Context: an optimization exercise on an open-source flow, tuned for small area. The choices shown serve that exercise and are no tape-out recipe.
The RTL was checked by simulation tests, not by an equivalence proof against the original design.
The flow treats the clock pin as an ideal source, which a real chip does not have.
Power and IR drop assume default switching activity.

// stop_watch
module stop_watch
(
input   rst,clk,
input   key0,		 
input   key1,		 
input   [3:0] enc,	 
output  buzz,
output  [7:0] seg_d,seg_com
);
Size in the first run: ~380 cells after synthesis, ~74 flip-flops, roughly 25 I/O pins, ~0.0037 mm2 of cells after synthesis.
==> flow/config.mk <==
export PLATFORM = sky130hd
export DESIGN_NAME = stop_watch
export DESIGN_NICKNAME = stop_watch
export VERILOG_FILES = /design/flow/design.v
export SDC_FILE = /design/flow/constraint.sdc
export NUM_CORES = 4
export LEC_CHECK = 0
export CAP_MARGIN = 20
export CORE_MARGIN = 2
export CORE_UTILIZATION = 40
export SLEW_MARGIN = 20
==> flow/constraint.sdc <==
create_clock -name core_clock -period 10.0 [get_ports {clk}]
set_input_delay 2.0000 -clock core_clock [delete_from_list [all_inputs] [get_ports {clk}]]
set_output_delay 2.0000 -clock core_clock [all_outputs]
set_load 0.01 [all_outputs]
run.sh (not shown) runs the stock make flow with config.mk's settings and CLKGATE_MAP_FILE= SYNTH_SCRIPT=/design/flow/synth_recipe.tcl, a recipe that flattens the netlist after the stock synthesis.
The starting point passed the timing, DRC and antenna checks.
==> next run, changes <==
==> flow/flow/run.sh (new file) <==
#!/bin/bash
# Layout flow: the standard flow, with port buffers of the smallest buffer
# and the clock driven by a single buffer (flow/clkbuf.tcl, run before CTS).
# Tool output goes to standard.log.
here=$(pwd)
ROOT_CLKBUF=sky130_fd_sc_hd__clkbuf_8 bash standard.sh \
  BUFFER_PORTS_ARGS="-buffer_cell sky130_fd_sc_hd__buf_1" \
  PRE_CTS_TCL="$here/flow/clkbuf.tcl" \
  CTS_ARGS="-repair_clock_nets -dont_use_dummy_load -buf_list sky130_fd_sc_hd__clkbuf_8" \
  finish > standard.log 2>&1
==> flow/flow/clkbuf.tcl (new file) <==
# Drive every clock sink from one clock buffer placed at the sinks' centroid,
# instead of a multi-level tree (the design has few registers in a small die).
set db [ord::get_db]
set block [ord::get_db_block]
set master [$db findMaster $::env(ROOT_CLKBUF)]
set clk [$block findNet clk]
set root [odb::dbNet_create $block clk_root]
$root setSigType CLOCK
set inst [odb::dbInst_create $block $master clkbuf_root]
set n 0
set sx 0
set sy 0
foreach it [$clk getITerms] {
  set i [$it getInst]
  set loc [$i getLocation]
  incr sx [lindex $loc 0]
  incr sy [lindex $loc 1]
  incr n
  $it disconnect
  $it connect $root
}
[$inst findITerm A] connect $clk
[$inst findITerm X] connect $root
$inst setLocation [expr {$sx / $n}] [expr {$sy / $n}]
$inst setPlacementStatus PLACED
global_connect
puts "clkbuf.tcl: $n clock sinks moved to [$inst getName] ([$master getName])"
==> flow/standard.sh (new file) <==
#!/bin/bash
# synth_recipe.tcl (not shown) runs the flow's synth.tcl, then flattens the netlist and writes it again
# the make line also repeats each setting of config.mk as NAME=value (left out here)
make -C /OpenROAD-flow-scripts/flow DESIGN_CONFIG=/design/flow/config.mk WORK_HOME=/design/flow/orfs CLKGATE_MAP_FILE= SYNTH_SCRIPT=/design/flow/synth_recipe.tcl "${@:-finish}"
removed: flow/run.sh
The new run went through all stages and came out clean.
Worst hold slack loses 0.0077 ns.
Routed wire length decreases by about 1.1%.
Sequential cell count stays the same.
Area after synthesis is unchanged.
Total power decreases by 12%.
Critical path depth is unchanged.
Worst setup slack gains 0.24 ns.
Core utilization decreases by 2.1 points.
Combinational power decreases by about 4%.
Via count hardly moves.
==> next run, changes <==
==> flow/run.sh (new file) <==
#!/bin/bash
# synth_recipe.tcl (not shown) runs the flow's synth.tcl, then flattens the netlist and writes it again
# the make line also repeats each setting of config.mk as NAME=value (left out here)
make -C /OpenROAD-flow-scripts/flow DESIGN_CONFIG=/design/flow/config.mk WORK_HOME=/design/flow/orfs CLKGATE_MAP_FILE= SYNTH_SCRIPT=/design/flow/synth_recipe.tcl finish
Settings changed: ABC_AREA set to 1, ABC_CLOCK_PERIOD_IN_PS set to 10000.
removed: flow/flow/run.sh
removed: flow/flow/clkbuf.tcl
removed: flow/standard.sh
Outcome: The new run went through all stages and came out clean. Hold slack is about the same. Setup slack improved by 0.14 ns. Design area came out higher by 10%. Combinational power goes up by 21%. Clock power goes up by 26%. Via count increases by 8.6%. Cell count rises by 25%. Die area increases by 4.4%.
==> next run, changes <==
==> flow/flow/run.sh (new file) <==
#!/bin/bash
# Layout flow: the standard flow, with port buffers of the smallest buffer
# and a clock tree of small buffers without dummy loads.
# Tool output goes to standard.log.
bash standard.sh \
  BUFFER_PORTS_ARGS="-buffer_cell sky130_fd_sc_hd__buf_1" \
  CTS_ARGS="-sink_clustering_enable -repair_clock_nets -dont_use_dummy_load -buf_list sky130_fd_sc_hd__clkbuf_4" \
  finish > standard.log 2>&1
==> flow/standard.sh (new file) <==
#!/bin/bash
# synth_recipe.tcl (not shown) runs the flow's synth.tcl, then flattens the netlist and writes it again
# the make line also repeats each setting of config.mk as NAME=value (left out here)
make -C /OpenROAD-flow-scripts/flow DESIGN_CONFIG=/design/flow/config.mk WORK_HOME=/design/flow/orfs CLKGATE_MAP_FILE= SYNTH_SCRIPT=/design/flow/synth_recipe.tcl "${@:-finish}"
Settings changed: ABC_AREA 1 to unset, ABC_CLOCK_PERIOD_IN_PS 10000 to unset, CORE_UTILIZATION 40 to 65.
removed: flow/run.sh
What happened: The changed run completed with no timing, DRC or antenna violations; clock skew increases by 0.027 ns; worst setup slack gets worse by 0.26 ns; total power shrinks by about a fifth; via count went down by a little under a tenth; clock power goes down by well over a third; area after synthesis decreases by a few percent.

[static timing again, ports no longer ideal]
The flow's constraints put no driver on any port. The routed layouts listed below were extracted and timed again, unchanged, in two steps.
Step 1 assumes that a clkbuf_16 drives the clock port and a buf_2 every other input.
Step 2 times the ports against the registers' clock, not the clock port: input delays grow and output delays shrink by t, the midpoint of the rising clock arrivals with the driver on.
Slacks: ideal / step 1 / step 2; pairs: ideal / step 1.
run	shift t [ns]	setup WS [ns]	worst setup path after step 2
the first run	0.389	4.650 / 4.620 / 5.009	register to output
the second run	0.470	4.891 / 4.864 / 5.333	register to output
the third run	0.387	5.031 / 4.999 / 5.385	register to output
the fourth run	0.425	4.769 / 4.742 / 5.168	register to output
After both steps setup and hold are still met in every run listed.
